Context: an optimization exercise on an open-source flow, tuned for small area and a short achievable clock period. The choices shown serve that exercise and are no tape-out recipe. RTL that was checked went through simulation tests only; none was proved equivalent to the original. For run 2, only the layout was checked, not whether the RTL still works. The flow treats the clock pin as an ideal source, which a real chip does not have. Power and IR drop assume default switching activity.

==> flow/design.v <==
module pe (
    input wire clk,
    input wire rst,
    input wire [31:0] a,
    input wire [31:0] b,
    output wire [31:0] c
);
  reg [63:0] st;
  wire [32:0] bx = {b, 1'b0};
  wire [15:0] one, two, neg;
  genvar gi;
  generate
    for (gi = 0; gi < 16; gi = gi + 1) begin : enc
      assign one[gi] = bx[2*gi+1] ^ bx[2*gi];
      assign two[gi] = (bx[2*gi+2] & ~bx[2*gi+1] & ~bx[2*gi]) | (~bx[2*gi+2] & bx[2*gi+1] & bx[2*gi]);
      assign neg[gi] = bx[2*gi+2];
    end
  endgenerate
  wire [31:0] pp0;
  wire x0 = one[0] & a[0];
  wire e0 = neg[0] & ~x0;
  assign pp0[31:1] = ((a[31:1] & {31{one[0]}}) | (a[30:0] & {31{two[0]}})) ^ {31{neg[0]}};
  assign pp0[0] = x0;
  wire [29:0] pp1;
  wire x1 = one[1] & a[0];
  wire e1 = neg[1] & ~x1;
  assign pp1[29:1] = ((a[29:1] & {29{one[1]}}) | (a[28:0] & {29{two[1]}})) ^ {29{neg[1]}};
  assign pp1[0] = x1;
  wire [27:0] pp2;
  wire x2 = one[2] & a[0];
  wire e2 = neg[2] & ~x2;
  assign pp2[27:1] = ((a[27:1] & {27{one[2]}}) | (a[26:0] & {27{two[2]}})) ^ {27{neg[2]}};
  assign pp2[0] = x2;
  wire [25:0] pp3;
  wire x3 = one[3] & a[0];
  wire e3 = neg[3] & ~x3;
  assign pp3[25:1] = ((a[25:1] & {25{one[3]}}) | (a[24:0] & {25{two[3]}})) ^ {25{neg[3]}};
  assign pp3[0] = x3;
  wire [23:0] pp4;
  wire x4 = one[4] & a[0];
  wire e4 = neg[4] & ~x4;
  assign pp4[23:1] = ((a[23:1] & {23{one[4]}}) | (a[22:0] & {23{two[4]}})) ^ {23{neg[4]}};
  assign pp4[0] = x4;
  wire [21:0] pp5;
  wire x5 = one[5] & a[0];
  wire e5 = neg[5] & ~x5;
  assign pp5[21:1] = ((a[21:1] & {21{one[5]}}) | (a[20:0] & {21{two[5]}})) ^ {21{neg[5]}};
  assign pp5[0] = x5;
  wire [19:0] pp6;
  wire x6 = one[6] & a[0];
  wire e6 = neg[6] & ~x6;
  assign pp6[19:1] = ((a[19:1] & {19{one[6]}}) | (a[18:0] & {19{two[6]}})) ^ {19{neg[6]}};
  assign pp6[0] = x6;
  wire [17:0] pp7;
  wire x7 = one[7] & a[0];
  wire e7 = neg[7] & ~x7;
  assign pp7[17:1] = ((a[17:1] & {17{one[7]}}) | (a[16:0] & {17{two[7]}})) ^ {17{neg[7]}};
  assign pp7[0] = x7;
  wire [15:0] pp8;
  wire x8 = one[8] & a[0];
  wire e8 = neg[8] & ~x8;
  assign pp8[15:1] = ((a[15:1] & {15{one[8]}}) | (a[14:0] & {15{two[8]}})) ^ {15{neg[8]}};
  assign pp8[0] = x8;
  wire [13:0] pp9;
  wire x9 = one[9] & a[0];
  wire e9 = neg[9] & ~x9;
  assign pp9[13:1] = ((a[13:1] & {13{one[9]}}) | (a[12:0] & {13{two[9]}})) ^ {13{neg[9]}};
  assign pp9[0] = x9;
  wire [11:0] pp10;
  wire x10 = one[10] & a[0];
  wire e10 = neg[10] & ~x10;
  assign pp10[11:1] = ((a[11:1] & {11{one[10]}}) | (a[10:0] & {11{two[10]}})) ^ {11{neg[10]}};
  assign pp10[0] = x10;
  wire [9:0] pp11;
  wire x11 = one[11] & a[0];
  wire e11 = neg[11] & ~x11;
  assign pp11[9:1] = ((a[9:1] & {9{one[11]}}) | (a[8:0] & {9{two[11]}})) ^ {9{neg[11]}};
  assign pp11[0] = x11;
  wire [7:0] pp12;
  wire x12 = one[12] & a[0];
  wire e12 = neg[12] & ~x12;
  assign pp12[7:1] = ((a[7:1] & {7{one[12]}}) | (a[6:0] & {7{two[12]}})) ^ {7{neg[12]}};
  assign pp12[0] = x12;
  wire [5:0] pp13;
  wire x13 = one[13] & a[0];
  wire e13 = neg[13] & ~x13;
  assign pp13[5:1] = ((a[5:1] & {5{one[13]}}) | (a[4:0] & {5{two[13]}})) ^ {5{neg[13]}};
  assign pp13[0] = x13;
  wire [3:0] pp14;
  wire x14 = one[14] & a[0];
  wire e14 = neg[14] & ~x14;
  assign pp14[3:1] = ((a[3:1] & {3{one[14]}}) | (a[2:0] & {3{two[14]}})) ^ {3{neg[14]}};
  assign pp14[0] = x14;
  wire [1:0] pp15;
  wire x15 = one[15] & a[0];
  wire e15 = neg[15] & ~x15;
  assign pp15[1:1] = ((a[1:1] & {1{one[15]}}) | (a[0:0] & {1{two[15]}})) ^ {1{neg[15]}};
  assign pp15[0] = x15;
  wire s1, k2;
  ha u1 (.a(st[0]), .b(x0), .s(s1), .co(k2));
  wire s3, k4;
  fa u3 (.a(st[1]), .b(e0), .c(pp0[1]), .s(s3), .co(k4));
  wire s5, k6;
  ha u5 (.a(k2), .b(s3), .s(s5), .co(k6));
  wire s7, k8;
  fa u7 (.a(st[2]), .b(pp0[2]), .c(x1), .s(s7), .co(k8));
  wire s9, k10;
  fa u9 (.a(k4), .b(s7), .c(k6), .s(s9), .co(k10));
  wire s11, k12;
  fa u11 (.a(st[3]), .b(e1), .c(pp0[3]), .s(s11), .co(k12));
  wire s13, k14;
  fa u13 (.a(pp1[1]), .b(k8), .c(s11), .s(s13), .co(k14));
  wire s15, k16;
  ha u15 (.a(s13), .b(k10), .s(s15), .co(k16));
  wire s17, k18;
  fa u17 (.a(st[4]), .b(pp0[4]), .c(pp1[2]), .s(s17), .co(k18));
  wire s19, k20;
  fa u19 (.a(x2), .b(k12), .c(s17), .s(s19), .co(k20));
  wire s21, k22;
  fa u21 (.a(k14), .b(s19), .c(k16), .s(s21), .co(k22));
  wire s23, k24;
  fa u23 (.a(st[5]), .b(e2), .c(pp0[5]), .s(s23), .co(k24));
  wire s25, k26;
  fa u25 (.a(pp1[3]), .b(pp2[1]), .c(k18), .s(s25), .co(k26));
  wire s27, k28;
  fa u27 (.a(s23), .b(k20), .c(s25), .s(s27), .co(k28));
  wire s29, k30;
  ha u29 (.a(s27), .b(k22), .s(s29), .co(k30));
  wire s31, k32;
  fa u31 (.a(st[6]), .b(pp0[6]), .c(pp1[4]), .s(s31), .co(k32));
  wire s33, k34;
  fa u33 (.a(pp2[2]), .b(x3), .c(k24), .s(s33), .co(k34));
  wire s35, k36;
  fa u35 (.a(s31), .b(k26), .c(s33), .s(s35), .co(k36));
  wire s37, k38;
  fa u37 (.a(k28), .b(s35), .c(k30), .s(s37), .co(k38));
  wire s39, k40;
  fa u39 (.a(st[7]), .b(st[8]), .c(e3), .s(s39), .co(k40));
  wire s41, k42;
  fa u41 (.a(pp0[7]), .b(pp1[5]), .c(pp2[3]), .s(s41), .co(k42));
  wire s43, k44;
  fa u43 (.a(pp3[1]), .b(s39), .c(k32), .s(s43), .co(k44));
  wire s45, k46;
  fa u45 (.a(s41), .b(k34), .c(s43), .s(s45), .co(k46));
  wire s47, k48;
  ha u47 (.a(k36), .b(s45), .s(s47), .co(k48));
  wire s49, k50;
  fa u49 (.a(st[9]), .b(pp0[8]), .c(pp1[6]), .s(s49), .co(k50));
  wire s51, k52;
  fa u51 (.a(pp2[4]), .b(pp3[2]), .c(x4), .s(s51), .co(k52));
  wire s53, k54;
  fa u53 (.a(k40), .b(k42), .c(s49), .s(s53), .co(k54));
  wire s55, k56;
  fa u55 (.a(s51), .b(k44), .c(s53), .s(s55), .co(k56));
  wire s57, k58;
  fa u57 (.a(k46), .b(s55), .c(k48), .s(s57), .co(k58));
  wire s59, k60;
  fa u59 (.a(st[10]), .b(e4), .c(pp0[9]), .s(s59), .co(k60));
  wire s61, k62;
  fa u61 (.a(pp1[7]), .b(pp2[5]), .c(pp3[3]), .s(s61), .co(k62));
  wire s63, k64;
  fa u63 (.a(pp4[1]), .b(k50), .c(k52), .s(s63), .co(k64));
  wire s65, k66;
  fa u65 (.a(s59), .b(s61), .c(k54), .s(s65), .co(k66));
  wire s67, k68;
  fa u67 (.a(s63), .b(k56), .c(s65), .s(s67), .co(k68));
  wire s69, k70;
  ha u69 (.a(s67), .b(k58), .s(s69), .co(k70));
  wire s71, k72;
  fa u71 (.a(st[11]), .b(st[12]), .c(pp0[10]), .s(s71), .co(k72));
  wire s73, k74;
  fa u73 (.a(pp1[8]), .b(pp2[6]), .c(pp3[4]), .s(s73), .co(k74));
  wire s75, k76;
  fa u75 (.a(pp4[2]), .b(x5), .c(k60), .s(s75), .co(k76));
  wire s77, k78;
  fa u77 (.a(k62), .b(s71), .c(s73), .s(s77), .co(k78));
  wire s79, k80;
  fa u79 (.a(k64), .b(s75), .c(s77), .s(s79), .co(k80));
  wire s81, k82;
  fa u81 (.a(k66), .b(s79), .c(k68), .s(s81), .co(k82));
  wire s83, k84;
  fa u83 (.a(st[13]), .b(st[14]), .c(e5), .s(s83), .co(k84));
  wire s85, k86;
  fa u85 (.a(pp0[11]), .b(pp1[9]), .c(pp2[7]), .s(s85), .co(k86));
  wire s87, k88;
  fa u87 (.a(pp3[5]), .b(pp4[3]), .c(pp5[1]), .s(s87), .co(k88));
  wire s89, k90;
  fa u89 (.a(s83), .b(k72), .c(k74), .s(s89), .co(k90));
  wire s91, k92;
  fa u91 (.a(s85), .b(s87), .c(k76), .s(s91), .co(k92));
  wire s93, k94;
  fa u93 (.a(s89), .b(k78), .c(s91), .s(s93), .co(k94));
  wire s95, k96;
  ha u95 (.a(k80), .b(s93), .s(s95), .co(k96));
  wire s97, k98;
  fa u97 (.a(st[15]), .b(pp0[12]), .c(pp1[10]), .s(s97), .co(k98));
  wire s99, k100;
  fa u99 (.a(pp2[8]), .b(pp3[6]), .c(pp4[4]), .s(s99), .co(k100));
  wire s101, k102;
  fa u101 (.a(pp5[2]), .b(x6), .c(k84), .s(s101), .co(k102));
  wire s103, k104;
  fa u103 (.a(k86), .b(k88), .c(s97), .s(s103), .co(k104));
  wire s105, k106;
  fa u105 (.a(s99), .b(s101), .c(k90), .s(s105), .co(k106));
  wire s107, k108;
  fa u107 (.a(s103), .b(k92), .c(s105), .s(s107), .co(k108));
  wire s109, k110;
  fa u109 (.a(k94), .b(s107), .c(k96), .s(s109), .co(k110));
  wire s111, k112;
  fa u111 (.a(st[16]), .b(st[17]), .c(e6), .s(s111), .co(k112));
  wire s113, k114;
  fa u113 (.a(pp0[13]), .b(pp1[11]), .c(pp2[9]), .s(s113), .co(k114));
  wire s115, k116;
  fa u115 (.a(pp3[7]), .b(pp4[5]), .c(pp5[3]), .s(s115), .co(k116));
  wire s117, k118;
  fa u117 (.a(pp6[1]), .b(s111), .c(k98), .s(s117), .co(k118));
  wire s119, k120;
  fa u119 (.a(k100), .b(s113), .c(s115), .s(s119), .co(k120));
  wire s121, k122;
  fa u121 (.a(k102), .b(k104), .c(s117), .s(s121), .co(k122));
  wire s123, k124;
  fa u123 (.a(s119), .b(k106), .c(s121), .s(s123), .co(k124));
  wire s125, k126;
  ha u125 (.a(k108), .b(s123), .s(s125), .co(k126));
  wire s127, k128;
  fa u127 (.a(st[18]), .b(st[19]), .c(pp0[14]), .s(s127), .co(k128));
  wire s129, k130;
  fa u129 (.a(pp1[12]), .b(pp2[10]), .c(pp3[8]), .s(s129), .co(k130));
  wire s131, k132;
  fa u131 (.a(pp4[6]), .b(pp5[4]), .c(pp6[2]), .s(s131), .co(k132));
  wire s133, k134;
  fa u133 (.a(x7), .b(k112), .c(k114), .s(s133), .co(k134));
  wire s135, k136;
  fa u135 (.a(k116), .b(s127), .c(s129), .s(s135), .co(k136));
  wire s137, k138;
  fa u137 (.a(s131), .b(k118), .c(s133), .s(s137), .co(k138));
  wire s139, k140;
  fa u139 (.a(k120), .b(s135), .c(k122), .s(s139), .co(k140));
  wire s141, k142;
  fa u141 (.a(s137), .b(s139), .c(k124), .s(s141), .co(k142));
  wire s143, k144;
  fa u143 (.a(st[20]), .b(st[21]), .c(e7), .s(s143), .co(k144));
  wire s145, k146;
  fa u145 (.a(pp0[15]), .b(pp1[13]), .c(pp2[11]), .s(s145), .co(k146));
  wire s147, k148;
  fa u147 (.a(pp3[9]), .b(pp4[7]), .c(pp5[5]), .s(s147), .co(k148));
  wire s149, k150;
  fa u149 (.a(pp6[3]), .b(pp7[1]), .c(s143), .s(s149), .co(k150));
  wire s151, k152;
  fa u151 (.a(k128), .b(k130), .c(k132), .s(s151), .co(k152));
  wire s153, k154;
  fa u153 (.a(s145), .b(s147), .c(s149), .s(s153), .co(k154));
  wire s155, k156;
  fa u155 (.a(k134), .b(k136), .c(s151), .s(s155), .co(k156));
  wire s157, k158;
  fa u157 (.a(s153), .b(k138), .c(s155), .s(s157), .co(k158));
  wire s159, k160;
  ha u159 (.a(k140), .b(s157), .s(s159), .co(k160));
  wire s161, k162;
  fa u161 (.a(st[22]), .b(st[23]), .c(pp0[16]), .s(s161), .co(k162));
  wire s163, k164;
  fa u163 (.a(pp1[14]), .b(pp2[12]), .c(pp3[10]), .s(s163), .co(k164));
  wire s165, k166;
  fa u165 (.a(pp4[8]), .b(pp5[6]), .c(pp6[4]), .s(s165), .co(k166));
  wire s167, k168;
  fa u167 (.a(pp7[2]), .b(x8), .c(k144), .s(s167), .co(k168));
  wire s169, k170;
  fa u169 (.a(k146), .b(k148), .c(s161), .s(s169), .co(k170));
  wire s171, k172;
  fa u171 (.a(s163), .b(s165), .c(k150), .s(s171), .co(k172));
  wire s173, k174;
  fa u173 (.a(s167), .b(k152), .c(s169), .s(s173), .co(k174));
  wire s175, k176;
  fa u175 (.a(k154), .b(s171), .c(k156), .s(s175), .co(k176));
  wire s177, k178;
  fa u177 (.a(s173), .b(k158), .c(s175), .s(s177), .co(k178));
  wire s179, k180;
  fa u179 (.a(st[24]), .b(st[25]), .c(e8), .s(s179), .co(k180));
  wire s181, k182;
  fa u181 (.a(pp0[17]), .b(pp1[15]), .c(pp2[13]), .s(s181), .co(k182));
  wire s183, k184;
  fa u183 (.a(pp3[11]), .b(pp4[9]), .c(pp5[7]), .s(s183), .co(k184));
  wire s185, k186;
  fa u185 (.a(pp6[5]), .b(pp7[3]), .c(pp8[1]), .s(s185), .co(k186));
  wire s187, k188;
  fa u187 (.a(s179), .b(k162), .c(k164), .s(s187), .co(k188));
  wire s189, k190;
  fa u189 (.a(k166), .b(s181), .c(s183), .s(s189), .co(k190));
  wire s191, k192;
  fa u191 (.a(s185), .b(k168), .c(k170), .s(s191), .co(k192));
  wire s193, k194;
  fa u193 (.a(s187), .b(s189), .c(k172), .s(s193), .co(k194));
  wire s195, k196;
  fa u195 (.a(k174), .b(s191), .c(s193), .s(s195), .co(k196));
  wire s197, k198;
  ha u197 (.a(k176), .b(s195), .s(s197), .co(k198));
  wire s199, k200;
  fa u199 (.a(st[26]), .b(st[27]), .c(pp0[18]), .s(s199), .co(k200));
  wire s201, k202;
  fa u201 (.a(pp1[16]), .b(pp2[14]), .c(pp3[12]), .s(s201), .co(k202));
  wire s203, k204;
  fa u203 (.a(pp4[10]), .b(pp5[8]), .c(pp6[6]), .s(s203), .co(k204));
  wire s205, k206;
  fa u205 (.a(pp7[4]), .b(pp8[2]), .c(x9), .s(s205), .co(k206));
  wire s207, k208;
  fa u207 (.a(k180), .b(k182), .c(k184), .s(s207), .co(k208));
  wire s209, k210;
  fa u209 (.a(k186), .b(s199), .c(s201), .s(s209), .co(k210));
  wire s211, k212;
  fa u211 (.a(s203), .b(s205), .c(k188), .s(s211), .co(k212));
  wire s213, k214;
  fa u213 (.a(k190), .b(s207), .c(s209), .s(s213), .co(k214));
  wire s215, k216;
  fa u215 (.a(k192), .b(s211), .c(k194), .s(s215), .co(k216));
  wire s217, k218;
  fa u217 (.a(s213), .b(k196), .c(s215), .s(s217), .co(k218));
  wire s219, k220;
  fa u219 (.a(st[28]), .b(st[29]), .c(st[30]), .s(s219), .co(k220));
  wire s221, k222;
  fa u221 (.a(s219), .b(e9), .c(pp0[19]), .s(s221), .co(k222));
  wire s223, k224;
  fa u223 (.a(pp1[17]), .b(pp2[15]), .c(pp3[13]), .s(s223), .co(k224));
  wire s225, k226;
  fa u225 (.a(pp4[11]), .b(pp5[9]), .c(pp6[7]), .s(s225), .co(k226));
  wire s227, k228;
  fa u227 (.a(pp7[5]), .b(pp8[3]), .c(pp9[1]), .s(s227), .co(k228));
  wire s229, k230;
  fa u229 (.a(k200), .b(k202), .c(k204), .s(s229), .co(k230));
  wire s231, k232;
  fa u231 (.a(k206), .b(s221), .c(s223), .s(s231), .co(k232));
  wire s233, k234;
  fa u233 (.a(s225), .b(s227), .c(k208), .s(s233), .co(k234));
  wire s235, k236;
  fa u235 (.a(k210), .b(s229), .c(s231), .s(s235), .co(k236));
  wire s237, k238;
  fa u237 (.a(k212), .b(s233), .c(k214), .s(s237), .co(k238));
  wire s239, k240;
  ha u239 (.a(s235), .b(k216), .s(s239), .co(k240));
  wire s241, k242;
  fa u241 (.a(st[31]), .b(st[32]), .c(k220), .s(s241), .co(k242));
  wire s243, k244;
  fa u243 (.a(s241), .b(pp0[20]), .c(pp1[18]), .s(s243), .co(k244));
  wire s245, k246;
  fa u245 (.a(pp2[16]), .b(pp3[14]), .c(pp4[12]), .s(s245), .co(k246));
  wire s247, k248;
  fa u247 (.a(pp5[10]), .b(pp6[8]), .c(pp7[6]), .s(s247), .co(k248));
  wire s249, k250;
  fa u249 (.a(pp8[4]), .b(pp9[2]), .c(x10), .s(s249), .co(k250));
  wire s251, k252;
  fa u251 (.a(k222), .b(k224), .c(k226), .s(s251), .co(k252));
  wire s253, k254;
  fa u253 (.a(k228), .b(s243), .c(s245), .s(s253), .co(k254));
  wire s255, k256;
  fa u255 (.a(s247), .b(s249), .c(k230), .s(s255), .co(k256));
  wire s257, k258;
  fa u257 (.a(k232), .b(s251), .c(s253), .s(s257), .co(k258));
  wire s259, k260;
  fa u259 (.a(k234), .b(s255), .c(k236), .s(s259), .co(k260));
  wire s261, k262;
  fa u261 (.a(s257), .b(k238), .c(s259), .s(s261), .co(k262));
  wire s263, k264;
  fa u263 (.a(st[33]), .b(st[34]), .c(st[35]), .s(s263), .co(k264));
  wire s265, k266;
  fa u265 (.a(s263), .b(k242), .c(e10), .s(s265), .co(k266));
  wire s267, k268;
  fa u267 (.a(pp0[21]), .b(pp10[1]), .c(pp1[19]), .s(s267), .co(k268));
  wire s269, k270;
  fa u269 (.a(pp2[17]), .b(pp3[15]), .c(pp4[13]), .s(s269), .co(k270));
  wire s271, k272;
  fa u271 (.a(pp5[11]), .b(pp6[9]), .c(pp7[7]), .s(s271), .co(k272));
  wire s273, k274;
  fa u273 (.a(pp8[5]), .b(pp9[3]), .c(s265), .s(s273), .co(k274));
  wire s275, k276;
  fa u275 (.a(k244), .b(k246), .c(k248), .s(s275), .co(k276));
  wire s277, k278;
  fa u277 (.a(k250), .b(s267), .c(s269), .s(s277), .co(k278));
  wire s279, k280;
  fa u279 (.a(s271), .b(s273), .c(k252), .s(s279), .co(k280));
  wire s281, k282;
  fa u281 (.a(k254), .b(s275), .c(s277), .s(s281), .co(k282));
  wire s283, k284;
  fa u283 (.a(k256), .b(s279), .c(k258), .s(s283), .co(k284));
  wire s285, k286;
  ha u285 (.a(s281), .b(k260), .s(s285), .co(k286));
  wire s287, k288;
  fa u287 (.a(st[36]), .b(st[37]), .c(k264), .s(s287), .co(k288));
  wire s289, k290;
  fa u289 (.a(s287), .b(pp0[22]), .c(pp10[2]), .s(s289), .co(k290));
  wire s291, k292;
  fa u291 (.a(pp1[20]), .b(pp2[18]), .c(pp3[16]), .s(s291), .co(k292));
  wire s293, k294;
  fa u293 (.a(pp4[14]), .b(pp5[12]), .c(pp6[10]), .s(s293), .co(k294));
  wire s295, k296;
  fa u295 (.a(pp7[8]), .b(pp8[6]), .c(pp9[4]), .s(s295), .co(k296));
  wire s297, k298;
  fa u297 (.a(x11), .b(k266), .c(k268), .s(s297), .co(k298));
  wire s299, k300;
  fa u299 (.a(k270), .b(k272), .c(s289), .s(s299), .co(k300));
  wire s301, k302;
  fa u301 (.a(s291), .b(s293), .c(s295), .s(s301), .co(k302));
  wire s303, k304;
  fa u303 (.a(k274), .b(k276), .c(s297), .s(s303), .co(k304));
  wire s305, k306;
  fa u305 (.a(k278), .b(s299), .c(s301), .s(s305), .co(k306));
  wire s307, k308;
  fa u307 (.a(k280), .b(s303), .c(k282), .s(s307), .co(k308));
  wire s309, k310;
  fa u309 (.a(s305), .b(k284), .c(s307), .s(s309), .co(k310));
  wire s311, k312;
  fa u311 (.a(st[38]), .b(st[39]), .c(st[40]), .s(s311), .co(k312));
  wire s313, k314;
  fa u313 (.a(s311), .b(k288), .c(e11), .s(s313), .co(k314));
  wire s315, k316;
  fa u315 (.a(pp0[23]), .b(pp10[3]), .c(pp11[1]), .s(s315), .co(k316));
  wire s317, k318;
  fa u317 (.a(pp1[21]), .b(pp2[19]), .c(pp3[17]), .s(s317), .co(k318));
  wire s319, k320;
  fa u319 (.a(pp4[15]), .b(pp5[13]), .c(pp6[11]), .s(s319), .co(k320));
  wire s321, k322;
  fa u321 (.a(pp7[9]), .b(pp8[7]), .c(pp9[5]), .s(s321), .co(k322));
  wire s323, k324;
  fa u323 (.a(s313), .b(k290), .c(k292), .s(s323), .co(k324));
  wire s325, k326;
  fa u325 (.a(k294), .b(k296), .c(s315), .s(s325), .co(k326));
  wire s327, k328;
  fa u327 (.a(s317), .b(s319), .c(s321), .s(s327), .co(k328));
  wire s329, k330;
  fa u329 (.a(k298), .b(k300), .c(s323), .s(s329), .co(k330));
  wire s331, k332;
  fa u331 (.a(k302), .b(s325), .c(s327), .s(s331), .co(k332));
  wire s333, k334;
  fa u333 (.a(k304), .b(s329), .c(k306), .s(s333), .co(k334));
  wire s335, k336;
  ha u335 (.a(s331), .b(k308), .s(s335), .co(k336));
  wire s337, k338;
  fa u337 (.a(st[41]), .b(st[42]), .c(k312), .s(s337), .co(k338));
  wire s339, k340;
  fa u339 (.a(s337), .b(pp0[24]), .c(pp10[4]), .s(s339), .co(k340));
  wire s341, k342;
  fa u341 (.a(pp11[2]), .b(pp1[22]), .c(pp2[20]), .s(s341), .co(k342));
  wire s343, k344;
  fa u343 (.a(pp3[18]), .b(pp4[16]), .c(pp5[14]), .s(s343), .co(k344));
  wire s345, k346;
  fa u345 (.a(pp6[12]), .b(pp7[10]), .c(pp8[8]), .s(s345), .co(k346));
  wire s347, k348;
  fa u347 (.a(pp9[6]), .b(x12), .c(k314), .s(s347), .co(k348));
  wire s349, k350;
  fa u349 (.a(k316), .b(k318), .c(k320), .s(s349), .co(k350));
  wire s351, k352;
  fa u351 (.a(k322), .b(s339), .c(s341), .s(s351), .co(k352));
  wire s353, k354;
  fa u353 (.a(s343), .b(s345), .c(s347), .s(s353), .co(k354));
  wire s355, k356;
  fa u355 (.a(k324), .b(k326), .c(s349), .s(s355), .co(k356));
  wire s357, k358;
  fa u357 (.a(k328), .b(s351), .c(s353), .s(s357), .co(k358));
  wire s359, k360;
  fa u359 (.a(k330), .b(s355), .c(k332), .s(s359), .co(k360));
  wire s361, k362;
  fa u361 (.a(s357), .b(k334), .c(s359), .s(s361), .co(k362));
  wire s363, k364;
  fa u363 (.a(st[43]), .b(st[44]), .c(st[45]), .s(s363), .co(k364));
  wire s365, k366;
  fa u365 (.a(s363), .b(k338), .c(e12), .s(s365), .co(k366));
  wire s367, k368;
  fa u367 (.a(pp0[25]), .b(pp10[5]), .c(pp11[3]), .s(s367), .co(k368));
  wire s369, k370;
  fa u369 (.a(pp12[1]), .b(pp1[23]), .c(pp2[21]), .s(s369), .co(k370));
  wire s371, k372;
  fa u371 (.a(pp3[19]), .b(pp4[17]), .c(pp5[15]), .s(s371), .co(k372));
  wire s373, k374;
  fa u373 (.a(pp6[13]), .b(pp7[11]), .c(pp8[9]), .s(s373), .co(k374));
  wire s375, k376;
  fa u375 (.a(pp9[7]), .b(s365), .c(k340), .s(s375), .co(k376));
  wire s377, k378;
  fa u377 (.a(k342), .b(k344), .c(k346), .s(s377), .co(k378));
  wire s379, k380;
  fa u379 (.a(s367), .b(s369), .c(s371), .s(s379), .co(k380));
  wire s381, k382;
  fa u381 (.a(s373), .b(k348), .c(k350), .s(s381), .co(k382));
  wire s383, k384;
  fa u383 (.a(s375), .b(k352), .c(s377), .s(s383), .co(k384));
  wire s385, k386;
  fa u385 (.a(s379), .b(k354), .c(k356), .s(s385), .co(k386));
  wire s387, k388;
  fa u387 (.a(s381), .b(s383), .c(k358), .s(s387), .co(k388));
  wire s389, k390;
  ha u389 (.a(s385), .b(k360), .s(s389), .co(k390));
  wire s391, k392;
  fa u391 (.a(st[46]), .b(st[47]), .c(st[48]), .s(s391), .co(k392));
  wire s393, k394;
  fa u393 (.a(k364), .b(s391), .c(pp0[26]), .s(s393), .co(k394));
  wire s395, k396;
  fa u395 (.a(pp10[6]), .b(pp11[4]), .c(pp12[2]), .s(s395), .co(k396));
  wire s397, k398;
  fa u397 (.a(pp1[24]), .b(pp2[22]), .c(pp3[20]), .s(s397), .co(k398));
  wire s399, k400;
  fa u399 (.a(pp4[18]), .b(pp5[16]), .c(pp6[14]), .s(s399), .co(k400));
  wire s401, k402;
  fa u401 (.a(pp7[12]), .b(pp8[10]), .c(pp9[8]), .s(s401), .co(k402));
  wire s403, k404;
  fa u403 (.a(x13), .b(k366), .c(k368), .s(s403), .co(k404));
  wire s405, k406;
  fa u405 (.a(k370), .b(k372), .c(k374), .s(s405), .co(k406));
  wire s407, k408;
  fa u407 (.a(s393), .b(s395), .c(s397), .s(s407), .co(k408));
  wire s409, k410;
  fa u409 (.a(s399), .b(s401), .c(k376), .s(s409), .co(k410));
  wire s411, k412;
  fa u411 (.a(k378), .b(s403), .c(s405), .s(s411), .co(k412));
  wire s413, k414;
  fa u413 (.a(k380), .b(s407), .c(k382), .s(s413), .co(k414));
  wire s415, k416;
  fa u415 (.a(s409), .b(k384), .c(s411), .s(s415), .co(k416));
  wire s417, k418;
  fa u417 (.a(k386), .b(s413), .c(s415), .s(s417), .co(k418));
  wire s419, k420;
  fa u419 (.a(st[49]), .b(st[50]), .c(st[51]), .s(s419), .co(k420));
  wire s421, k422;
  fa u421 (.a(k392), .b(s419), .c(e13), .s(s421), .co(k422));
  wire s423, k424;
  fa u423 (.a(pp0[27]), .b(pp10[7]), .c(pp11[5]), .s(s423), .co(k424));
  wire s425, k426;
  fa u425 (.a(pp12[3]), .b(pp13[1]), .c(pp1[25]), .s(s425), .co(k426));
  wire s427, k428;
  fa u427 (.a(pp2[23]), .b(pp3[21]), .c(pp4[19]), .s(s427), .co(k428));
  wire s429, k430;
  fa u429 (.a(pp5[17]), .b(pp6[15]), .c(pp7[13]), .s(s429), .co(k430));
  wire s431, k432;
  fa u431 (.a(pp8[11]), .b(pp9[9]), .c(s421), .s(s431), .co(k432));
  wire s433, k434;
  fa u433 (.a(k394), .b(k396), .c(k398), .s(s433), .co(k434));
  wire s435, k436;
  fa u435 (.a(k400), .b(k402), .c(s423), .s(s435), .co(k436));
  wire s437, k438;
  fa u437 (.a(s425), .b(s427), .c(s429), .s(s437), .co(k438));
  wire s439, k440;
  fa u439 (.a(s431), .b(k404), .c(k406), .s(s439), .co(k440));
  wire s441, k442;
  fa u441 (.a(k408), .b(s433), .c(s435), .s(s441), .co(k442));
  wire s443, k444;
  fa u443 (.a(s437), .b(k410), .c(k412), .s(s443), .co(k444));
  wire s445, k446;
  fa u445 (.a(s439), .b(s441), .c(k414), .s(s445), .co(k446));
  wire s447, k448;
  ha u447 (.a(k416), .b(s443), .s(s447), .co(k448));
  wire s449, k450;
  fa u449 (.a(st[52]), .b(st[53]), .c(st[54]), .s(s449), .co(k450));
  wire s451, k452;
  fa u451 (.a(k420), .b(s449), .c(pp0[28]), .s(s451), .co(k452));
  wire s453, k454;
  fa u453 (.a(pp10[8]), .b(pp11[6]), .c(pp12[4]), .s(s453), .co(k454));
  wire s455, k456;
  fa u455 (.a(pp13[2]), .b(pp1[26]), .c(pp2[24]), .s(s455), .co(k456));
  wire s457, k458;
  fa u457 (.a(pp3[22]), .b(pp4[20]), .c(pp5[18]), .s(s457), .co(k458));
  wire s459, k460;
  fa u459 (.a(pp6[16]), .b(pp7[14]), .c(pp8[12]), .s(s459), .co(k460));
  wire s461, k462;
  fa u461 (.a(pp9[10]), .b(x14), .c(k422), .s(s461), .co(k462));
  wire s463, k464;
  fa u463 (.a(k424), .b(k426), .c(k428), .s(s463), .co(k464));
  wire s465, k466;
  fa u465 (.a(k430), .b(s451), .c(s453), .s(s465), .co(k466));
  wire s467, k468;
  fa u467 (.a(s455), .b(s457), .c(s459), .s(s467), .co(k468));
  wire s469, k470;
  fa u469 (.a(k432), .b(s461), .c(k434), .s(s469), .co(k470));
  wire s471, k472;
  fa u471 (.a(k436), .b(s463), .c(k438), .s(s471), .co(k472));
  wire s473, k474;
  fa u473 (.a(s465), .b(s467), .c(k440), .s(s473), .co(k474));
  wire s475, k476;
  fa u475 (.a(s469), .b(k442), .c(s471), .s(s475), .co(k476));
  wire s477, k478;
  fa u477 (.a(k444), .b(s473), .c(s475), .s(s477), .co(k478));
  wire s479, k480;
  fa u479 (.a(st[55]), .b(st[56]), .c(st[57]), .s(s479), .co(k480));
  wire s481, k482;
  fa u481 (.a(k450), .b(s479), .c(e14), .s(s481), .co(k482));
  wire s483, k484;
  fa u483 (.a(pp0[29]), .b(pp10[9]), .c(pp11[7]), .s(s483), .co(k484));
  wire s485, k486;
  fa u485 (.a(pp12[5]), .b(pp13[3]), .c(pp14[1]), .s(s485), .co(k486));
  wire s487, k488;
  fa u487 (.a(pp1[27]), .b(pp2[25]), .c(pp3[23]), .s(s487), .co(k488));
  wire s489, k490;
  fa u489 (.a(pp4[21]), .b(pp5[19]), .c(pp6[17]), .s(s489), .co(k490));
  wire s491, k492;
  fa u491 (.a(pp7[15]), .b(pp8[13]), .c(pp9[11]), .s(s491), .co(k492));
  wire s493, k494;
  fa u493 (.a(s481), .b(k452), .c(k454), .s(s493), .co(k494));
  wire s495, k496;
  fa u495 (.a(k456), .b(k458), .c(k460), .s(s495), .co(k496));
  wire s497, k498;
  fa u497 (.a(s483), .b(s485), .c(s487), .s(s497), .co(k498));
  wire s499, k500;
  fa u499 (.a(s489), .b(s491), .c(k462), .s(s499), .co(k500));
  wire s501, k502;
  fa u501 (.a(k464), .b(s493), .c(k466), .s(s501), .co(k502));
  wire s503, k504;
  fa u503 (.a(s495), .b(k468), .c(s497), .s(s503), .co(k504));
  wire s505, k506;
  fa u505 (.a(s499), .b(k470), .c(k472), .s(s505), .co(k506));
  wire s507, k508;
  fa u507 (.a(s501), .b(s503), .c(k474), .s(s507), .co(k508));
  wire s509, k510;
  ha u509 (.a(s505), .b(k476), .s(s509), .co(k510));
  wire s511, k512;
  fa u511 (.a(st[58]), .b(st[59]), .c(st[60]), .s(s511), .co(k512));
  wire s513, k514;
  fa u513 (.a(k480), .b(s511), .c(pp0[30]), .s(s513), .co(k514));
  wire s515, k516;
  fa u515 (.a(pp10[10]), .b(pp11[8]), .c(pp12[6]), .s(s515), .co(k516));
  wire s517, k518;
  fa u517 (.a(pp13[4]), .b(pp14[2]), .c(pp1[28]), .s(s517), .co(k518));
  wire s519, k520;
  fa u519 (.a(pp2[26]), .b(pp3[24]), .c(pp4[22]), .s(s519), .co(k520));
  wire s521, k522;
  fa u521 (.a(pp5[20]), .b(pp6[18]), .c(pp7[16]), .s(s521), .co(k522));
  wire s523, k524;
  fa u523 (.a(pp8[14]), .b(pp9[12]), .c(x15), .s(s523), .co(k524));
  wire s525, k526;
  fa u525 (.a(k482), .b(k484), .c(k486), .s(s525), .co(k526));
  wire s527, k528;
  fa u527 (.a(k488), .b(k490), .c(k492), .s(s527), .co(k528));
  wire s529, k530;
  fa u529 (.a(s513), .b(s515), .c(s517), .s(s529), .co(k530));
  wire s531, k532;
  fa u531 (.a(s519), .b(s521), .c(s523), .s(s531), .co(k532));
  wire s533, k534;
  fa u533 (.a(k494), .b(k496), .c(s525), .s(s533), .co(k534));
  wire s535, k536;
  fa u535 (.a(s527), .b(k498), .c(k500), .s(s535), .co(k536));
  wire s537, k538;
  fa u537 (.a(s529), .b(s531), .c(k502), .s(s537), .co(k538));
  wire s539, k540;
  fa u539 (.a(s533), .b(k504), .c(s535), .s(s539), .co(k540));
  wire s541, k542;
  fa u541 (.a(k506), .b(s537), .c(s539), .s(s541), .co(k542));
  wire s543, k544;
  fa u543 (.a(st[61]), .b(st[62]), .c(st[63]), .s(s543), .co(k544));
  wire s545, k546;
  fa u545 (.a(k512), .b(s543), .c(e15), .s(s545), .co(k546));
  wire s547, k548;
  fa u547 (.a(pp0[31]), .b(pp10[11]), .c(pp11[9]), .s(s547), .co(k548));
  wire s549, k550;
  fa u549 (.a(pp12[7]), .b(pp13[5]), .c(pp14[3]), .s(s549), .co(k550));
  wire s551, k552;
  fa u551 (.a(pp15[1]), .b(pp1[29]), .c(pp2[27]), .s(s551), .co(k552));
  wire s553, k554;
  fa u553 (.a(pp3[25]), .b(pp4[23]), .c(pp5[21]), .s(s553), .co(k554));
  wire s555, k556;
  fa u555 (.a(pp6[19]), .b(pp7[17]), .c(pp8[15]), .s(s555), .co(k556));
  wire s557, k558;
  fa u557 (.a(pp9[13]), .b(s545), .c(k514), .s(s557), .co(k558));
  wire s559, k560;
  fa u559 (.a(k516), .b(k518), .c(k520), .s(s559), .co(k560));
  wire s561, k562;
  fa u561 (.a(k522), .b(k524), .c(s547), .s(s561), .co(k562));
  wire s563, k564;
  fa u563 (.a(s549), .b(s551), .c(s553), .s(s563), .co(k564));
  wire s565, k566;
  fa u565 (.a(s555), .b(k526), .c(k528), .s(s565), .co(k566));
  wire s567, k568;
  fa u567 (.a(s557), .b(k530), .c(s559), .s(s567), .co(k568));
  wire s569, k570;
  fa u569 (.a(k532), .b(s561), .c(s563), .s(s569), .co(k570));
  wire s571, k572;
  fa u571 (.a(k534), .b(s565), .c(k536), .s(s571), .co(k572));
  wire s573, k574;
  fa u573 (.a(s567), .b(s569), .c(k538), .s(s573), .co(k574));
  wire s575, k576;
  ha u575 (.a(s571), .b(k540), .s(s575), .co(k576));
  wire [63:0] nx;
  assign nx[0] = s1;
  assign nx[1] = s5;
  assign nx[2] = s9;
  assign nx[3] = s15;
  assign nx[4] = s21;
  assign nx[5] = s29;
  assign nx[6] = s37;
  assign nx[7] = s47;
  assign nx[8] = k38;
  assign nx[9] = s57;
  assign nx[10] = s69;
  assign nx[11] = k70;
  assign nx[12] = s81;
  assign nx[13] = s95;
  assign nx[14] = k82;
  assign nx[15] = s109;
  assign nx[16] = s125;
  assign nx[17] = k110;
  assign nx[18] = k126;
  assign nx[19] = s141;
  assign nx[20] = k142;
  assign nx[21] = s159;
  assign nx[22] = k160;
  assign nx[23] = s177;
  assign nx[24] = k178;
  assign nx[25] = s197;
  assign nx[26] = k198;
  assign nx[27] = s217;
  assign nx[28] = s237;
  assign nx[29] = s239;
  assign nx[30] = k218;
  assign nx[31] = k240;
  assign nx[32] = s261;
  assign nx[33] = s283;
  assign nx[34] = s285;
  assign nx[35] = k262;
  assign nx[36] = k286;
  assign nx[37] = s309;
  assign nx[38] = s333;
  assign nx[39] = s335;
  assign nx[40] = k310;
  assign nx[41] = k336;
  assign nx[42] = s361;
  assign nx[43] = s387;
  assign nx[44] = s389;
  assign nx[45] = k362;
  assign nx[46] = k388;
  assign nx[47] = k390;
  assign nx[48] = s417;
  assign nx[49] = s445;
  assign nx[50] = s447;
  assign nx[51] = k418;
  assign nx[52] = k446;
  assign nx[53] = k448;
  assign nx[54] = s477;
  assign nx[55] = s507;
  assign nx[56] = s509;
  assign nx[57] = k478;
  assign nx[58] = k508;
  assign nx[59] = k510;
  assign nx[60] = s541;
  assign nx[61] = s573;
  assign nx[62] = s575;
  assign nx[63] = k542;
  always @(posedge clk or posedge rst) begin
    if (rst)
      st <= 64'd0;
    else
      st <= nx;
  end
  assign c[0] = st[0];
  assign c[1] = st[1];
  assign c[2] = st[2];
  assign c[3] = st[3];
  assign c[4] = st[4];
  assign c[5] = st[5];
  assign c[6] = st[6];
  wire s100001, k100002;
  fa u100001 (.a(st[28]), .b(st[29]), .c(st[30]), .s(s100001), .co(k100002));
  wire s100003, k100004;
  fa u100003 (.a(st[31]), .b(st[32]), .c(k100002), .s(s100003), .co(k100004));
  wire s100005, k100006;
  fa u100005 (.a(st[33]), .b(st[34]), .c(st[35]), .s(s100005), .co(k100006));
  wire s100007, k100008;
  fa u100007 (.a(st[36]), .b(st[37]), .c(k100006), .s(s100007), .co(k100008));
  wire s100009, k100010;
  fa u100009 (.a(st[38]), .b(st[39]), .c(st[40]), .s(s100009), .co(k100010));
  wire s100011, k100012;
  fa u100011 (.a(st[41]), .b(st[42]), .c(k100010), .s(s100011), .co(k100012));
  wire s100013, k100014;
  fa u100013 (.a(st[43]), .b(st[44]), .c(st[45]), .s(s100013), .co(k100014));
  wire s100015, k100016;
  fa u100015 (.a(st[46]), .b(st[47]), .c(st[48]), .s(s100015), .co(k100016));
  wire s100017, k100018;
  fa u100017 (.a(st[49]), .b(st[50]), .c(st[51]), .s(s100017), .co(k100018));
  wire s100019, k100020;
  fa u100019 (.a(st[52]), .b(st[53]), .c(st[54]), .s(s100019), .co(k100020));
  wire s100021, k100022;
  fa u100021 (.a(st[55]), .b(st[56]), .c(st[57]), .s(s100021), .co(k100022));
  wire s100023, k100024;
  fa u100023 (.a(st[58]), .b(st[59]), .c(st[60]), .s(s100023), .co(k100024));
  wire s100025, k100026;
  fa u100025 (.a(st[61]), .b(st[62]), .c(st[63]), .s(s100025), .co(k100026));
  wire [24:0] ax = {k100024, k100022, k100020, k100018, k100016, k100014, s100013, s100011, s100009, s100007, s100005, s100003, s100001, st[26], st[24], st[22], st[20], st[18], st[16], st[15], st[13], st[11], st[10], st[9], st[7]};
  wire [24:0] bxx = {s100025, s100023, s100021, s100019, s100017, s100015, k100012, 1'b0, k100008, 1'b0, k100004, 1'b0, 1'b0, st[27], st[25], st[23], st[21], st[19], st[17], 1'b0, st[14], st[12], 1'b0, 1'b0, st[8]};
  wire [24:0] p0 = ax ^ bxx;
  wire [24:0] g0 = ax & bxx;
  wire bg1 = g0[1] | (p0[1] & g0[0]);
  wire bg2 = g0[3] | (p0[3] & g0[2]);
  wire bp2 = p0[3] & p0[2];
  wire bg3 = g0[5] | (p0[5] & g0[4]);
  wire bp3 = p0[5] & p0[4];
  wire bg4 = g0[7] | (p0[7] & g0[6]);
  wire bp4 = p0[7] & p0[6];
  wire bg5 = g0[9] | (p0[9] & g0[8]);
  wire bp5 = p0[9] & p0[8];
  wire bg6 = g0[11] | (p0[11] & g0[10]);
  wire bp6 = p0[11] & p0[10];
  wire bg7 = g0[13] | (p0[13] & g0[12]);
  wire bp7 = p0[13] & p0[12];
  wire bg8 = g0[15] | (p0[15] & g0[14]);
  wire bp8 = p0[15] & p0[14];
  wire bg9 = g0[17] | (p0[17] & g0[16]);
  wire bp9 = p0[17] & p0[16];
  wire bg10 = g0[19] | (p0[19] & g0[18]);
  wire bp10 = p0[19] & p0[18];
  wire bg11 = g0[21] | (p0[21] & g0[20]);
  wire bp11 = p0[21] & p0[20];
  wire bg12 = g0[23] | (p0[23] & g0[22]);
  wire bp12 = p0[23] & p0[22];
  wire bg13 = bg2 | (bp2 & bg1);
  wire bg14 = bg4 | (bp4 & bg3);
  wire bp14 = bp4 & bp3;
  wire bg15 = bg6 | (bp6 & bg5);
  wire bp15 = bp6 & bp5;
  wire bg16 = bg8 | (bp8 & bg7);
  wire bp16 = bp8 & bp7;
  wire bg17 = bg10 | (bp10 & bg9);
  wire bp17 = bp10 & bp9;
  wire bg18 = bg12 | (bp12 & bg11);
  wire bp18 = bp12 & bp11;
  wire bg19 = bg14 | (bp14 & bg13);
  wire bg20 = bg16 | (bp16 & bg15);
  wire bp20 = bp16 & bp15;
  wire bg21 = bg18 | (bp18 & bg17);
  wire bp21 = bp18 & bp17;
  wire bg22 = bg20 | (bp20 & bg19);
  wire bg23 = bg21 | (bp21 & bg22);
  wire bg24 = bg15 | (bp15 & bg19);
  wire bg25 = bg17 | (bp17 & bg22);
  wire bg26 = bg3 | (bp3 & bg13);
  wire bg27 = bg5 | (bp5 & bg19);
  wire bg28 = bg7 | (bp7 & bg24);
  wire bg29 = bg9 | (bp9 & bg22);
  wire bg30 = bg11 | (bp11 & bg25);
  wire bg31 = g0[2] | (p0[2] & bg1);
  wire bg32 = g0[4] | (p0[4] & bg13);
  wire bg33 = g0[6] | (p0[6] & bg26);
  wire bg34 = g0[8] | (p0[8] & bg19);
  wire bg35 = g0[10] | (p0[10] & bg27);
  wire bg36 = g0[12] | (p0[12] & bg24);
  wire bg37 = g0[14] | (p0[14] & bg28);
  wire bg38 = g0[16] | (p0[16] & bg22);
  wire bg39 = g0[18] | (p0[18] & bg29);
  wire bg40 = g0[20] | (p0[20] & bg25);
  wire bg41 = g0[22] | (p0[22] & bg30);
  wire bg42 = g0[24] | (p0[24] & bg23);
  assign c[7] = p0[0];
  assign c[8] = p0[1] ^ g0[0];
  assign c[9] = p0[2] ^ bg1;
  assign c[10] = p0[3] ^ bg31;
  assign c[11] = p0[4] ^ bg13;
  assign c[12] = p0[5] ^ bg32;
  assign c[13] = p0[6] ^ bg26;
  assign c[14] = p0[7] ^ bg33;
  assign c[15] = p0[8] ^ bg19;
  assign c[16] = p0[9] ^ bg34;
  assign c[17] = p0[10] ^ bg27;
  assign c[18] = p0[11] ^ bg35;
  assign c[19] = p0[12] ^ bg24;
  assign c[20] = p0[13] ^ bg36;
  assign c[21] = p0[14] ^ bg28;
  assign c[22] = p0[15] ^ bg37;
  assign c[23] = p0[16] ^ bg22;
  assign c[24] = p0[17] ^ bg38;
  assign c[25] = p0[18] ^ bg29;
  assign c[26] = p0[19] ^ bg39;
  assign c[27] = p0[20] ^ bg25;
  assign c[28] = p0[21] ^ bg40;
  assign c[29] = p0[22] ^ bg30;
  assign c[30] = p0[23] ^ bg41;
  assign c[31] = p0[24] ^ bg23;
endmodule
module fa (
    input wire a,
    input wire b,
    input wire c,
    output wire s,
    output wire co
);
  assign s = a ^ b ^ c;
  assign co = (a & b) | (a & c) | (b & c);
endmodule
module ha (
    input wire a,
    input wire b,
    output wire s,
    output wire co
);
  assign s = a ^ b;
  assign co = a & b;
endmodule
==> flow/flow/run.sh <==
#!/bin/bash
set -euo pipefail
export BUFFER_PORTS_ARGS="-buffer_cell sky130_fd_sc_hd__buf_2"
bash standard.sh > standard.log 2>&1
==> flow/standard.sh <==
#!/bin/bash
# synth_recipe.tcl (not shown) runs the flow's synth.tcl, then flattens the netlist and writes it again
# the make line also repeats each setting of config.mk as NAME=value (left out here)
make -C /OpenROAD-flow-scripts/flow DESIGN_CONFIG=/design/flow/config.mk WORK_HOME=/design/flow/orfs CLKGATE_MAP_FILE= SYNTH_SCRIPT=/design/flow/synth_recipe.tcl "${@:-finish}"
==> flow/config.mk <==
export PLATFORM = sky130hd
export DESIGN_NAME = pe
export DESIGN_NICKNAME = pe
export VERILOG_FILES = /design/flow/design.v
export SDC_FILE = /design/flow/constraint.sdc
export NUM_CORES = 4
export LEC_CHECK = 0
export ABC_AREA = 1
export CAP_MARGIN = 20
export CORE_MARGIN = 2
export CORE_UTILIZATION = 40
export CTS_BUF_LIST = sky130_fd_sc_hd__clkbuf_8
export CTS_CLUSTER_SIZE = 30
export SETUP_SLACK_MARGIN = 4.05
export SLEW_MARGIN = 20
export SYNTH_HIERARCHICAL = 1
export TNS_END_PERCENT = 5
==> flow/constraint.sdc <==
create_clock -name core_clock -period 9.0 [get_ports {clk}]
set_input_delay 1.8000 -clock core_clock [delete_from_list [all_inputs] [get_ports {clk}]]
set_output_delay 1.8000 -clock core_clock [all_outputs]
set_load 0.01 [all_outputs]
==> results.cfg, run 1 <==
[outcome]
status = finished clean

[cells_and_area]
final_common_cell = fa_1
largest_reg_flops = 64
drive_gt1_frac = 0.204
antenna_cells = 0
largest_register = st
nets = 1727
synthToLayoutAreaGrowth_pct = 12.6
top_regs = st (64)
mostFrequentLayoutCells = 266 x fa_1, 263 x xor2_1, 238 x o22ai_1

[routing]
wirelength_mm = 42.3
drc = 0
final_antenna_net_count = 0
wl_per_cell_um = 23.7
drt-initial-drc-count = 962
dr_total_vias = 10500
dr.pass1.iters = 6
drt-vias-per-instance = 5.87

[timing]
worstMarginPinSlew_ns = 0.905
rsz0062_at_grt = true
hold_viol = 0
fmax_mhz = 198
hold-worst-slack_ns = 0.517
fin_skew_ns = 0.00835
setup_viol = 0
fin_crit_ns = 5.06
maxSlewHeadroom = 0.397
drv_slew = 0
fin_tns_setup_ns = 0
final.period_utilization = 0.562

[hold_path]
holdPathStages = 1
hold_path_end = st[0]
hp-start = st[0]
worstHoldPathType = register to register

[power]
p_leak_nw = 6.56
power.total_mw = 7.67
ir_drop_v = 0.000495
power.density_mw_per_mm2 = 496

[worst_setup_path]
cpMostUsedCell = fa_1
worst_ep_required_time_ns = 9.28
crit_path_cell_trace = buf_2, clkinvlp_4, o22ai_1, xor2_1, fa_2, fa_2, fa_1, fa_1, fa_1
worstPathArrival_ns = 5.34
cp-start-kind = input pin
r2r_start = st[28]
max_stage_delay_ns = 0.55
crit_type = input pin to register
critPathSlowestCell = fa_1
ff2ff_setup_slack_ns = 5.07
worst_setup_path_end_kind = register
critPathTopFamily = adder cells
worst_r2r_path_depth = 8
cp.buffers_inverters = 2
cp_max_fo = 23
reg2reg_to = st[37]

[clocking]
cts.sinks = 64
ctsRootBufferMaster = clkbuf_8
cts_tree = built
clock_path_buffers = 2
cts_hold_buf = 0
worstSkewPairLatency_ns = 0.40
cts_max_level = 3
path_clk_slew_ns = 0.08
numCtsBuffers = 9

[job]
maxCapViolCount = 0

[synth]
synth_compound_area_frac = 0.140
syn_area_per_cell_sq_um = 10.6
synth_mux_area_frac = 0
ys_types = 30
ys_seq_area_frac = 0.117
syn_area_sq_mm = 0.0137
ys_warn_count = 7
synth_top_family_by_area = adder cells
ys_seq_elements = 64
synthCells = 1297
synth_xor_area_frac = 0.171
synth_nets = 1693
yosys.area_share.simple = 0.0373
yosys.area_share.adder = 0.461

[die]
ios = 98
die_h_um = 189
std_cell_rows = 67
core-area_sq_mm = 0.0336
initial_core_util = 0.408
die_x_um = 189
die-area_sq_mm = 0.0358

[global_routing]
antenna_found_initial = 0
grt_pass1_wl_mm = 67.3
grt-ovfl-total = 0
grt_pass1_vias = 11300
grtUsageTotal = 0.248
grt_max_degree = 65

[placement]
place_congestion = 0.866
numPortBuffers = 97
hpwl_mm = 29.3
-- cell families after synthesis --
kind of cell	count (synthesis)
compound gates	296
buf+inv	215
simple gates	124
flops	64
xor+xnor	268
fa+ha+maj	330
-- worst max path at each step --
stage          startpoint      to  slack [ns]  depth (start not counted)
3_5_place_dp         b[9]  st[60]        2.57                         11
4_1_cts            st[30]   c[30]        3.97                         14
5_1_grt            st[30]   c[30]        3.83                         14
6_report             a[9]  st[60]        3.94                          9
2_1_floorplan        b[3]  st[60]        3.91                         13
3_3_place_gp         b[3]  st[54]        2.61                         11
-- per-layer routing --
layer / track usage / up-vias / wire, um
li1: - / 4366 / -
met1: 0.342 / 5444 / 17600
met2: 0.403 / 578 / 20400
met3: 0.0432 / 77 / 3400
met4: 0.0685 / 0 / 917
met5: 0 / - / 0
-- synth_stat cells (all sizes together) --
cell / number / area share
fa: 293 / 0.43
xor2: 264 / 0.17
o22ai: 254 / 0.12
buf: 95 / 0.041
inv: 83 / 0.023
dfrtp: 64 / 0.12
nand2: 63 / 0.018
nor2: 50 / 0.015
ha: 37 / 0.034
clkbuf: 30 / 0.0082
a21oi: 20 / 0.011
o21ai: 20 / 0.0073
clkinv: 7 / 0.0019
nand3: 4 / 0.0015
nand4: 4 / 0.0018
xnor2: 4 / 0.0026
a21o: 1 / 0.00055
a31o: 1 / 0.00064
and3: 1 / 0.00046
nor3: 1 / 0.00036
or2: 1 / 0.00046
-- stage by stage --
step | instance area, sq um | setup slack (ns) | std cells | util
after floorplan | 13900 | 3.91 | 1297 | -
after global placement | 14300 | 2.61 | 1730 | 0.426
after detailed placement | 14300 | 2.57 | 1730 | 0.426
after CTS | 15400 | 3.97 | 1784 | 0.459
after global routing | 15400 | 3.83 | 1784 | 0.460
final | 15400 | 3.94 | 1784 | 0.460
-- where the power goes --
group,internal [mW],switching (mW)
registers,0.630,0.161
logic,3.06,3.50
clock network,0.182,0.137
total,3.87,3.80
-- area by class of cell --
| class | count | area (sq um) |
|---|---|---|
| clock buffers | 9 | 124 |
| clock inverters | 7 | 111 |
| fillers | 3112 | 18200 |
| inverters | 90 | 359 |
| multi-input cells | 1021 | 11500 |
| flip-flops and latches | 64 | 1600 |
| well taps | 448 | 561 |
| repair buffers | 145 | 1160 |
-- timing repair --
action,CTS,global route
cloned,5,0
buffers inserted,33,0
resized for setup,116,8
pin swaps,20,3
setup endpoints to repair,65,35
-- modules after synthesis, one instance, submodules excluded --
| module | cells inside | copies in the design |
|---|---|---|
| pe | 996 | 1 |
| fa | 1 | 284 |
| ha | 1 | 17 |
==> inputs of run 2 (changes only) <==
--- a/flow/design.v
+++ b/flow/design.v
@@ -13,7 +13,7 @@
     for (gi = 0; gi < 16; gi = gi + 1) begin : enc
       assign one[gi] = bx[2*gi+1] ^ bx[2*gi];
       assign two[gi] = (bx[2*gi+2] & ~bx[2*gi+1] & ~bx[2*gi]) | (~bx[2*gi+2] & bx[2*gi+1] & bx[2*gi]);
-      assign neg[gi] = bx[2*gi+2];
+      assign neg[gi] = bx[2*gi+2] & ~(bx[2*gi+1] & bx[2*gi]);
     end
   endgenerate
   wire [31:0] pp0;
==> results.cfg, run 2 <==
[worst_setup_path]
r2r_start = st[33]
worst_setup_path_end_kind = register
worst_r2r_path_depth = 8
crit_type = input pin to register
worst_ep_required_time_ns = 9.25
crit_path_cell_trace = buf_2, buf_12, ha_4, clkinv_8, o22ai_2, xor2_1, fa_1, fa_1, fa_1, fa_1, fa_1
cp_max_fo = 15
cp-start-kind = input pin
max_stage_delay_ns = 0.52
cpMostUsedCell = fa_1
worstPathArrival_ns = 5.34
critPathSlowestCell = fa_1
startpoint = b[1]

[power]
switching_share = 0.497
power.density_mw_per_mm2 = 486
ir_drop_v = 0.000295
p_leak_nw = 6.95
p_switching_mw = 3.88
power_frac_comb = 0.862
power_frac_seq = 0.103
clkPwrFrac = 0.036
p_int_mw = 3.93

[clocking]
numCtsBuffers = 9
cts_tree = built
cts.sinks = 64
clock_path_buffers = 2
cts_max_level = 3
worstSkewPairLatency_ns = 0.41
path_clk_slew_ns = 0.11
ctsRootBufferMaster = clkbuf_8

[timing]
rsz0062_at_grt = true
drv_slew = 0
fin_skew_ns = 0.0354
worstMarginPinSlew_ns = 0.897
fmax_mhz = 197
final.period_utilization = 0.565
fin_tns_setup_ns = 0
maxSlewHeadroom = 0.402
setup_viol = 0
fin_crit_ns = 5.09
hold_viol = 0

[cells_and_area]
fillers = 3126
largest_reg_flops = 64
top_regs = st (64)
fin_cells = 1849
multiInputGateArea_sq_mm = 0.0117
mostFrequentLayoutCells = 274 x fa_1, 238 x xor2_1, 235 x o22ai_1
synthToLayoutAreaGrowth_pct = 16.1
final_common_cell = fa_1
largest_register = st
antenna_cells = 0
nets = 1800
drive_gt1_frac = 0.237
area.sequential_sq_mm = 0.00160

[synth]
synthCells = 1293
async_flop_share = 1.00
ys_warn_count = 7
yosys-top-cells-count = 293 x fa_1, 241 x o22ai_1, 239 x xor2_1
ys.flop_type = dfrtp_1
synth_mux_area_frac = 0
ys_seq_area_frac = 0.116
yosys.area_share.adder = 0.471
synth.area.top_cells = fa_1 42%, xor2_1 15%, dfrtp_1 12%
ys_seq_elements = 64
synth_top_family_by_area = adder cells
synth_nets = 1704
synth_compound_area_frac = 0.140
syn_area_per_cell_sq_um = 10.7
syn_area_sq_mm = 0.0138
ys_types = 32
synth.most_common_cell = fa_1
yosys.area_share.simple = 0.0348
synth_enable_flop_cells = 0
yosysTopAreaCellShare = 0.424
yosysTopAreaCell = fa_1
synth_xor_area_frac = 0.170

[placement]
numPortBuffers = 97
place_congestion = 0.871
hpwl_mm = 30.0
dpl.cell_count = 1752

[outcome]
status = finished clean

[global_routing]
grtUsageTotal = 0.261
grt_pass1_wl_mm = 70.4
antenna_found_initial = 0
grt_pass1_vias = 11600
grt-ovfl-total = 0
grt_max_degree = 65

[routing]
drt-vias-per-instance = 5.96
drt-initial-drc-count = 1308
drc = 0
wirelength_mm = 46.3
dr.pass1.iters = 6
final_antenna_net_count = 0
wl_per_cell_um = 25.0
dr_total_vias = 11000

[hold_path]
worstHoldPathType = register to register
hp-start = st[0]
holdPathStages = 1

[die]
die_x_um = 190
ios = 98
core-area_sq_mm = 0.0343
std_cell_rows = 68
initial_core_util = 0.403
die-area_sq_mm = 0.0361
die_h_um = 190

[job]
maxCapViolCount = 0
## run 2: kinds of logic (layout without fill, tap and decap cells)
group                      count (synthesis)  in the layout
adders and majority gates                345            345
AOI/OAI and AO/OA                        295            298
xor gates and xnor gates                 268            268
buffers and inverters                    211            307
and+or+nand+nor                          110            112
DFF                                       64             64
## run 2: area by class of cell
| type | count | area share |
|---|---|---|
| multi-input cells | 1023 | 0.728 |
| repair buffers | 178 | 0.0906 |
| flip-flops and latches | 64 | 0.0997 |
| well taps | 455 | 0.0354 |
| clock buffers | 11 | 0.00942 |
| inverters | 103 | 0.0294 |
| repair inverters | 10 | 0.00444 |
| clock inverters | 5 | 0.00296 |
## run 2: Yosys stat by module (local to each module, per instance)
module	flops+latches	copies in the design	cell area [sq um]
ha	0	17	12.5
pe	64	1	7940
fa	0	284	20.0
## run 2: critical path, delay by kind of cell
| kind | cells | cell delay (ns) |
|---|---|---|
| buffers and inverters | 3 | 0.42 |
| XOR/XNOR | 1 | 0.31 |
| AO/OA/AOI/OAI | 1 | 0.18 |
| adder cells (fa/ha/maj) | 6 | 2.62 |
## run 2: power groups by stage
stage | clock (mW) | combinational (mW) | sequential (mW)
after global placement | 0 | 6.40 | 0.811
after global routing | 0.296 | 7.82 | 0.830
after floorplan | 0 | 4.76 | 0.778
after CTS | 0.283 | 6.82 | 0.805
final | 0.281 | 6.72 | 0.800
after detailed placement | 0 | 6.60 | 0.813
## run 2: worst paths after layout
| kind | to | slack, ns |
|---|---|---|
| setup / recovery | st[37] | 3.91 |
| hold reg to reg | st[0] | 0.54 |
| min in group asynchronous | st[54] | 1.67 |
| hold / removal | st[0] | 0.54 |
| max in group asynchronous | st[10] | 6.74 |
| setup reg to reg | st[42] | 4.98 |
## run 2: layer usage
layer  track usage  wire length (um)  vias to the layer above
met4        0.0900              1880                        0
met5             0                 0                        -
met2         0.400             20700                      771
met1         0.364             18500                     5594
met3        0.0596              5160                      136
li1              -                 -                     4527
## run 2: timing repair
| action | 4_1_cts | 5_1_grt |
|---|---|---|
| hold buffers | 0 | 0 |
| buffers inserted | 51 | 10 |
| cloned | 13 | 7 |
| setup endpoints to repair | 70 | 37 |
| gates resized for setup | 80 | 43 |
| pin swaps | 27 | 21 |
## run 2: through the flow
step                cell area, sq um  setup WS [ns]  power [mW]   util  hold slack, ns
floorplan                      14000           3.91        5.54      -           0.480
global placement               14500           2.19        7.22  0.423           0.505
detailed placement             14500           2.08        7.42  0.423           0.512
CTS                            15700           3.96        7.91  0.459           0.539
global route                   16100           3.87        8.95  0.469           0.589
finish                         16100           3.91        7.80  0.469           0.539
==> inputs of run 3 (changes only) <==
--- a/flow/design.v
+++ b/flow/design.v
@@ -13,7 +13,7 @@
     for (gi = 0; gi < 16; gi = gi + 1) begin : enc
       assign one[gi] = bx[2*gi+1] ^ bx[2*gi];
       assign two[gi] = (bx[2*gi+2] & ~bx[2*gi+1] & ~bx[2*gi]) | (~bx[2*gi+2] & bx[2*gi+1] & bx[2*gi]);
-      assign neg[gi] = bx[2*gi+2] & ~(bx[2*gi+1] & bx[2*gi]);
+      assign neg[gi] = bx[2*gi+2];
     end
   endgenerate
   wire [31:0] pp0;
==> flow/flow/run.sh (replaced) <==
#!/bin/bash
set -euo pipefail
export BUFFER_PORTS_ARGS="-buffer_cell sky130_fd_sc_hd__buf_2"
export POST_CTS_TCL="$(pwd)/flow/post_cts.tcl"
bash standard.sh > standard.log 2>&1
==> flow/flow/post_cts.tcl (new file) <==
# Second setup repair pass after CTS, then legalize again.
puts "post_cts: second repair_timing pass"
repair_timing -setup -setup_margin $::env(SETUP_SLACK_MARGIN) -repair_tns 0 \
  -match_cell_footprint -verbose
detailed_placement
check_placement -verbose
report_worst_slack -max
--- a/flow/config.mk
+++ b/flow/config.mk
@@ -11,7 +11,7 @@
 export CORE_UTILIZATION = 40
 export CTS_BUF_LIST = sky130_fd_sc_hd__clkbuf_8
 export CTS_CLUSTER_SIZE = 30
-export SETUP_SLACK_MARGIN = 4.05
+export SETUP_SLACK_MARGIN = 3.9
 export SLEW_MARGIN = 20
 export SYNTH_HIERARCHICAL = 1
-export TNS_END_PERCENT = 5
+export TNS_END_PERCENT = 0
==> results.cfg, run 3 <==
[cells_and_area]
drive_gt1_frac = 0.203
finalInstanceArea_sq_mm = 0.0155
synthToLayoutAreaGrowth_pct = 13.2
antenna_cells = 0
nets = 1739
final_common_cell = fa_1
largest_register = st
largest_reg_flops = 64
top_regs = st (64)
multiInputGateArea_sq_mm = 0.0115
mostFrequentLayoutCells = 274 x fa_1, 264 x xor2_1, 243 x o22ai_1
fillers = 3116
fin_cells = 1796
final_core_util = 0.462
area.sequential_sq_mm = 0.00160

[worst_setup_path]
cp_max_fo = 17
worst_ep_required_time_ns = 9.26
worstPathArrival_ns = 5.37
crit_path_cell_trace = buf_16, nand2_2, nor2_4, a21oi_2, o22ai_1, xor2_1, fa_1, fa_1, fa_1, fa_1, fa_1
worst_setup_path_end_kind = register
critPathSlowestCell = fa_1
critPathTopFamily = adder cells
cp.buffers_inverters = 1
max_stage_delay_ns = 0.54
crit_type = input pin to register
cpMostUsedCell = fa_1
cp-start-kind = input pin

[synth]
synth.most_common_cell = fa_1
synthCells = 1297
ys.flop_type = dfrtp_1
ys_seq_area_frac = 0.117
yosys.area_share.adder = 0.461
ys_types = 30
synth.area.top_cells = fa_1 43%, xor2_1 17%, dfrtp_1 12%
ys_warn_count = 7
synth_nets = 1693
ys_seq_elements = 64
synth_top_family_by_area = adder cells
synth_enable_flop_cells = 0
yosysTopAreaCellShare = 0.428
syn_area_sq_mm = 0.0137
synth_compound_area_frac = 0.140
synth_xor_area_frac = 0.171
yosys-top-cells-count = 293 x fa_1, 264 x xor2_1, 244 x o22ai_1
syn_area_per_cell_sq_um = 10.6
async_flop_share = 1.00
yosys.area_share.simple = 0.0373
synth_mux_area_frac = 0
yosysTopAreaCell = fa_1

[timing]
setup_viol = 0
worstMarginPinSlew_ns = 0.910
maxSlewHeadroom = 0.393
worst_slack_ns = 3.89
fin_skew_ns = 0.0145
hold-worst-slack_ns = 0.525
fin_crit_ns = 5.11
fmax_mhz = 196
rsz0062_at_grt = true
drv_slew = 0
fin_tns_setup_ns = 0
hold_viol = 0
final.period_utilization = 0.567

[power]
power.density_mw_per_mm2 = 496
ir_drop_v = 0.000527
p_leak_nw = 6.56
power.total_mw = 7.70

[placement]
hpwl_mm = 29.3
pre_cts_ws_ns = 1.93
numPortBuffers = 97
place_congestion = 0.848
placed_area_sq_mm = 0.0142
dpl.cell_count = 1730

[global_routing]
grt-ovfl-total = 0
grt_pass1_vias = 11400
antenna_found_initial = 0
grt_pass1_wl_mm = 67.9
grtUsageTotal = 0.250
grt_max_degree = 65

[clocking]
cts_tree = built
cts.sinks = 64
worstSkewPairLatency_ns = 0.38
path_clk_slew_ns = 0.09

[routing]
drc = 0
wl_per_cell_um = 24.7
dr_total_vias = 10600
final_antenna_net_count = 0
wirelength_mm = 44.3
dr.pass1.iters = 6
drt-vias-per-instance = 5.91
drt-initial-drc-count = 1352

[die]
die_x_um = 189
ios = 98
die-area_sq_mm = 0.0358
die_h_um = 189
initial_core_util = 0.408
std_cell_rows = 67
core-area_sq_mm = 0.0336

[hold_path]
worstHoldPathType = register to register

[outcome]
status = finished clean

[job]
maxCapViolCount = 0
[run 3: cell types whose count changed in the layout (fill, tap and decap cells not counted), moves of 9 or more]
| cell | before | now |
|---|---|---|
| xnor2_1 | 29 | 3 |
| xor2_1 | 238 | 264 |
| buf_4 | 53 | 37 |
| o21ai_4 | 12 | 0 |
| a21oi_4 | 0 | 11 |
| nor2_1 | 23 | 33 |
| buf_2 | 93 | 84 |
| nor3_1 | 10 | 1 |
| o21ai_0 | 11 | 20 |
[run 3: per-layer routing]
metal	part of all wire	up-vias	GRT usage
met5	0	-	0
met4	0.028	0	0.0787
met3	0.10	100	0.0554
met2	0.47	637	0.407
met1	0.40	5484	0.334
li1	-	4399	-
[run 3: final cells by class]
cell class | instances | share of cell area
clock buffer | 10 | 0.00886
clock inverter | 6 | 0.00282
inverter | 90 | 0.0238
multi-input combinational | 1023 | 0.741
sequential | 64 | 0.103
tap | 448 | 0.0361
timing repair buffer | 152 | 0.0829
timing repair inverter | 3 | 0.00145
[run 3: kinds of logic after synthesis]
kind of cell               count (synthesis)
buffers and inverters                    215
and+or+nand+nor                          124
AOI/OAI and AO/OA                        296
xor gates and xnor gates                 268
adders and majority gates                330
DFF                                       64
[run 3: per-module statistics from Yosys, one instance, submodules excluded]
module	cells inside	times used
fa	1	284
ha	1	17
pe	996	1
[run 3: where the power goes]
part	switching (mW)	internal [mW]	total, mW
sequential	0.167	0.630	0.796
combinational	3.57	3.08	6.65
clock	0.146	0.109	0.254
total	3.88	3.82	7.70
[run 3: worst reg2reg max path: cells and delay by family, from the launching register on]
| family | cells | cell delay [ns] |
|---|---|---|
| buf+inv | 1 | 0.14 |
| fa+ha+maj | 7 | 3.36 |
| flops | 1 | 0.40 |
[run 3: path summary, 6_finish.rpt]
kind | slack [ns] | endpoint | cells past startpoint | from
hold reg to reg | 0.53 | st[0] | 1 | st[0]
setup / recovery | 3.89 | st[54] | 11 | b[5]
setup reg to reg | 4.99 | st[37] | 8 | st[28]
hold / removal | 0.53 | st[0] | 1 | st[0]
max in group asynchronous | 6.70 | st[44] | 3 | rst
min in group asynchronous | 1.67 | st[7] | 3 | rst

[static timing again, ports no longer ideal]
No port has a modelled driver above. Below, the same layouts with a new extraction and two added sets of constraints.
Step 1 assumes that a clkbuf_16 drives the clock port and a buf_2 every other input.
Step 2, shift: input delay + t, output delay - t, t = (earliest + latest rising clock arrival at the registers) / 2. This alone moves slack from input paths to output paths.
a / b / c = no drivers / after step 1 / after step 2; a / b = the first two.
run | t (ns) | setup WS [ns]
run 1 | 0.445 | 3.943 / 3.934 / 3.489
run 2 | 0.439 | 3.912 / 3.939 / 3.500
run 3 | 0.424 | 3.894 / 3.836 / 3.411
After both steps setup and hold are still met in every run listed.
